Context: an optimization exercise on an open-source flow, tuned for small area, a short achievable clock period and few clock cycles per item. The choices shown serve that exercise and are no tape-out recipe.
Only simulation tests tie the RTL to the original design; equivalence was not proved.
Power figures rest on the tool's default switching activity, not on a simulated workload.

== v12 ==
==> flow/design.v <==
module sw_cell (
    input  wire [7:0] u,
    input  wire [7:0] l,
    input  wire [8:0] dg1,         
    output wire [7:0] val,
    output wire [1:0] arrow
);
    wire gUL, gUD0, gLD0;
    sw_gt8 c0 (.a(u), .b(l),          .y(gUL));
    sw_gt8 c1 (.a(u), .b(dg1[7:0]),   .y(gUD0));
    sw_gt8 c2 (.a(l), .b(dg1[7:0]),   .y(gLD0));
    wire gUD = ~dg1[8] & gUD0;
    wire gLD = ~dg1[8] & gLD0;
    wire selU =  gUL & gUD;
    wire selL = ~gUL & gLD;
    wire [7:0] um1 = u - 8'd1;
    wire [7:0] lm1 = l - 8'd1;
    wire [7:0] dg  = dg1[8] ? 8'd255 : dg1[7:0] - 8'd1;
    assign val = selU ? um1 : (selL ? lm1 : dg);
    wire z = (u[7:1] == 7'd0) & (l[7:1] == 7'd0) & (dg1 == 9'd1);
    assign arrow = z ? 2'b00 : (selU ? 2'b01 : (selL ? 2'b10 : 2'b11));
endmodule
module sw_diag1 (
    input  wire [7:0] d,
    input  wire       m,
    output wire [8:0] dg1
);
    wire [8:0] p3 = {1'b0, d} + 9'd3;
    wire       w  = d[7] & d[6] & d[5] & d[4] & d[3] & d[2] & d[1];   
    assign dg1 = m ? {p3[8] & ~w, p3[7:0]} : {1'b0, d[7:1], d[0] | (d[7:1] == 7'd0)};
endmodule
module sw_gt8 (
    input  wire [7:0] a,
    input  wire [7:0] b,
    output wire       y
);
    wire [7:0] g = a & ~b;
    wire [7:0] l = ~a & b;
    wire [3:0] g1, l1;
    genvar k;
    generate
        for (k = 0; k < 4; k = k + 1) begin : q
            assign g1[k] = g[2*k+1] | (~l[2*k+1] & g[2*k]);
            assign l1[k] = l[2*k+1] | (~g[2*k+1] & l[2*k]);
        end
    endgenerate
    wire g2h = g1[3] | (~l1[3] & g1[2]);
    wire l2h = l1[3] | (~g1[3] & l1[2]);
    wire g2l = g1[1] | (~l1[1] & g1[0]);
    assign y = g2h | (~l2h & g2l);
endmodule
module sw_tile16 (
    input  wire         clk,
    input  wire         rst,
    input  wire         start,
    input  wire [31:0]  seqA,           
    input  wire [31:0]  seqB,           
    input  wire [127:0] firstRow,       
    input  wire [127:0] firstCol,       
    input  wire [7:0]   diagonalCell,   
    output reg          done,
    output wire [7:0]   max_score,
    output wire [3:0]   max_row,
    output wire [3:0]   max_col,
    output wire [511:0] traceback,      
    output wire [127:0] lastRow,        
    output wire [127:0] lastCol         
);
    localparam N = 16;
    reg        busy;
    reg  [4:0] s;
    wire       go = start & ~busy;
    always @(posedge clk) begin
        if (rst) begin
            busy <= 1'b0;
            done <= 1'b0;
            s    <= 5'd0;
        end else if (go) begin
            busy <= 1'b1;
            done <= 1'b0;
            s    <= 5'd0;
        end else if (busy) begin
            s <= s + 5'd1;
            if (s == 5'd31) begin
                busy <= 1'b0;
                done <= 1'b1;
            end
        end
    end
    wire [3:0] nxt = go ? 4'd0 : s[3:0] + 4'd1;
    wire [1:0] bn0 = seqB[{nxt, 1'b0} +: 2];
    reg  [7:0] fru;
    always @(posedge clk) begin
        fru <= firstRow[{nxt, 3'd0} +: 8];
    end
    reg  [N-1:0] act, tvl;
    always @(posedge clk) begin
        if (rst) begin
            act <= {N{1'b0}};
            tvl <= {N{1'b0}};
        end else begin
            act <= {act[N-2:0], go | (act[0] & (s[3:0] != 4'd15))};
            tvl <= act;
        end
    end
    reg  [7:0]  v    [0:N-1];    
    reg  [8:0]  dx1  [0:N-1];    
    reg  [1:0]  b    [0:N-1];    
    reg  [31:0] tb   [0:N-1];
    reg  [7:0]  rm   [0:N-1];    
    reg  [3:0]  rc   [0:N-1];
    wire [N-1:0] win;            
    reg  [3:0]  mrow;
    reg  [127:0] lr;
    wire [7:0]  cval [0:N-1];
    wire [1:0]  carw [0:N-1];
    genvar g;
    generate
        for (g = 0; g < N; g = g + 1) begin : pe
            wire [1:0] a  = seqA[2*g +: 2];
            wire [7:0] up = (g == 0) ? fru : v[(g == 0) ? 0 : g - 1];
            wire [1:0] bc = (g == 0) ? bn0 : b[(g == 0) ? 0 : g - 1];
            sw_cell u_cell (.u(up), .l(v[g]), .dg1(dx1[g]), .val(cval[g]), .arrow(carw[g]));
            wire [7:0] dn = (g == 0) ? (go ? diagonalCell : fru) : v[(g == 0) ? 0 : g - 1];
            wire [1:0] bn = (g == 0) ? bn0 : b[(g == 0) ? 0 : g - 1];
            wire [8:0] dnx1;
            sw_diag1 dgp (.d(dn), .m(a == bn), .dg1(dnx1));
            always @(posedge clk) begin
                dx1[g] <= dnx1;
                b[g]   <= bc;
                if (go)
                    v[g] <= firstCol[8*g +: 8];
                else if (act[g])
                    v[g] <= cval[g];
                if (act[g])
                    tb[g] <= {carw[g], tb[g][31:2]};
            end
            wire       tv  = tvl[g];
            wire       fin = tvl[g] & ~act[g];
            wire [3:0] col = s[3:0] - 4'd1 - g;
            wire [7:0] cm = rm[(g == 0) ? 0 : g - 1];
            wire       gvr, gvc, grc;
            sw_gt8 ct0 (.a(v[g]),  .b(rm[g]), .y(gvr));
            sw_gt8 ct1 (.a(v[g]),  .b(cm),    .y(gvc));
            sw_gt8 ct2 (.a(rm[g]), .b(cm),    .y(grc));
            wire       gt  = tv && (gvr || col == 4'd0);
            wire [7:0] t_v = gt ? v[g] : rm[g];
            wire [3:0] t_c = gt ? col  : rc[g];
            wire       gtc = gt ? gvc : grc;
            wire       keep = (g > 0) && fin && !gtc;
            assign win[g] = fin && !keep;
            always @(posedge clk) begin
                if (keep) begin
                    rm[g] <= rm[(g == 0) ? 0 : g - 1];
                    rc[g] <= rc[(g == 0) ? 0 : g - 1];
                end else begin
                    rm[g] <= t_v;
                    rc[g] <= t_c;
                end
            end
            assign traceback[32*g +: 32] = tb[g];
            assign lastCol[8*g +: 8] = v[g];
        end
    endgenerate
    always @(posedge clk)
        if (busy && s >= 5'd16)
            lr <= {v[N-1], lr[127:8]};
    assign lastRow = lr;
    always @(posedge clk)
        if (|win)
            mrow <= s[3:0];
    assign max_score = rm[N-1];
    assign max_row   = mrow;
    assign max_col   = rc[N-1];
endmodule
export LEC_CHECK = 0
export CAP_MARGIN = 20
export CORE_MARGIN = 2
export CORE_UTILIZATION = 55
export PLACE_DENSITY = 0.65
export SETUP_SLACK_MARGIN = 3.5
export SLEW_MARGIN = 20
create_clock -name core_clock -period 6.5 [get_ports {clk}]
run.sh (not shown) runs the stock make flow with config.mk's settings and CLKGATE_MAP_FILE= SYNTH_SCRIPT=/design/flow/synth_recipe.tcl, a recipe that flattens the netlist after the stock synthesis.
Testbench counts of v12, summed over its fixed seeds: cycles 12,672, jobs 384.
> inputs changed (v12 -> v2)
--- a/flow/design.v
+++ b/flow/design.v
@@ -10,16 +10,14 @@
     sw_gt8 c1 (.a(u), .b(dg1[7:0]),   .y(gUD0));
     sw_gt8 c2 (.a(l), .b(dg1[7:0]),   .y(gLD0));
     wire gUD = ~dg1[8] & gUD0;
     wire gLD = ~dg1[8] & gLD0;
     wire selU =  gUL & gUD;
     wire selL = ~gUL & gLD;
-    wire [7:0] um1 = u - 8'd1;
-    wire [7:0] lm1 = l - 8'd1;
-    wire [7:0] dg  = dg1[8] ? 8'd255 : dg1[7:0] - 8'd1;
-    assign val = selU ? um1 : (selL ? lm1 : dg);
+    wire [7:0] mx = selU ? u : (selL ? l : dg1[7:0]);
+    assign val = mx - 8'd1;
     wire z = (u[7:1] == 7'd0) & (l[7:1] == 7'd0) & (dg1 == 9'd1);
     assign arrow = z ? 2'b00 : (selU ? 2'b01 : (selL ? 2'b10 : 2'b11));
 endmodule
 module sw_diag1 (
     input  wire [7:0] d,
     input  wire       m,
@@ -106,14 +104,13 @@
     reg  [7:0]  v    [0:N-1];    
     reg  [8:0]  dx1  [0:N-1];    
     reg  [1:0]  b    [0:N-1];    
     reg  [31:0] tb   [0:N-1];
     reg  [7:0]  rm   [0:N-1];    
     reg  [3:0]  rc   [0:N-1];
-    wire [N-1:0] win;            
-    reg  [3:0]  mrow;
+    reg  [3:0]  rr   [0:N-1];
     reg  [127:0] lr;
     wire [7:0]  cval [0:N-1];
     wire [1:0]  carw [0:N-1];
     genvar g;
     generate
         for (g = 0; g < N; g = g + 1) begin : pe
@@ -135,41 +132,38 @@
                 if (act[g])
                     tb[g] <= {carw[g], tb[g][31:2]};
             end
             wire       tv  = tvl[g];
             wire       fin = tvl[g] & ~act[g];
             wire [3:0] col = s[3:0] - 4'd1 - g;
-            wire [7:0] cm = rm[(g == 0) ? 0 : g - 1];
-            wire       gvr, gvc, grc;
-            sw_gt8 ct0 (.a(v[g]),  .b(rm[g]), .y(gvr));
-            sw_gt8 ct1 (.a(v[g]),  .b(cm),    .y(gvc));
-            sw_gt8 ct2 (.a(rm[g]), .b(cm),    .y(grc));
-            wire       gt  = tv && (gvr || col == 4'd0);
+            wire       gt0, gtc;
+            sw_gt8 ct0 (.a(v[g]), .b(rm[g]), .y(gt0));
+            wire       gt  = tv && gt0;
             wire [7:0] t_v = gt ? v[g] : rm[g];
             wire [3:0] t_c = gt ? col  : rc[g];
-            wire       gtc = gt ? gvc : grc;
-            wire       keep = (g > 0) && fin && !gtc;
-            assign win[g] = fin && !keep;
+            sw_gt8 ct1 (.a(t_v), .b(rm[(g == 0) ? 0 : g - 1]), .y(gtc));
             always @(posedge clk) begin
-                if (keep) begin
+                if (go) begin
+                    rm[g] <= 8'd0;
+                    rc[g] <= 4'd0;
+                end else if (fin && g > 0 && !gtc) begin
                     rm[g] <= rm[(g == 0) ? 0 : g - 1];
                     rc[g] <= rc[(g == 0) ? 0 : g - 1];
+                    rr[g] <= rr[(g == 0) ? 0 : g - 1];
                 end else begin
                     rm[g] <= t_v;
                     rc[g] <= t_c;
+                    if (fin) rr[g] <= g;
                 end
             end
             assign traceback[32*g +: 32] = tb[g];
             assign lastCol[8*g +: 8] = v[g];
         end
     endgenerate
     always @(posedge clk)
         if (busy && s >= 5'd16)
             lr <= {v[N-1], lr[127:8]};
     assign lastRow = lr;
-    always @(posedge clk)
-        if (|win)
-            mrow <= s[3:0];
     assign max_score = rm[N-1];
-    assign max_row   = mrow;
+    assign max_row   = rr[N-1];
     assign max_col   = rc[N-1];
 endmodule
## What came out
v2: full flow OK, the timing, DRC and antenna checks passed
Re initial antenna violation count: no difference whatsoever between v12 and v2.
Cell area after synthesis, v12 and v2, lower one = v12.
v2 vs v12, sequential cell count went up by about 4%.
Of v12 and v2, v2 shows the lower worst setup slack, with v12 above it.
v2 vs v12, switching power total went up by 60%.
Register share of the cell area in v2 is 4.3 points below v12.
v2 ended up with a lower final estimated routing congestion in global placement than v12 did.
Taking v2 over v12, the final area ratio works out to 1.11.
Testbench counts of v2, summed over its fixed seeds: cycles 12,672, jobs 384.

==> what the ideal ports hide <==
In the flow no input, the clock included, has a driving cell. The finished layouts below were timed again as built, in two steps. Step 1 assumes that a clkbuf_16 drives the clock port and a buf_2 every other input. Step 2, shift: input delay + t, output delay - t, t = (earliest + latest rising clock arrival at the registers) / 2. This alone moves slack from input paths to output paths. Three values: ideal, step 1, step 2; two values: the first two.
| run | shift t [ns] | slack for setup (ns) | slew at the worst register clock pin (ns) |
|---|---|---|---|
| v12 | 0.841 | 2.885 / 2.885 / 2.666 | 0.07 / 0.07 |
| v2 | 0.851 | 2.347 / 2.347 / 2.347 | 0.07 / 0.07 |
After both steps every run listed still meets setup and hold. For v12, which loses most, drivers alone change the setup slack by 0.000 ns; drivers and shift together by -0.219 ns.
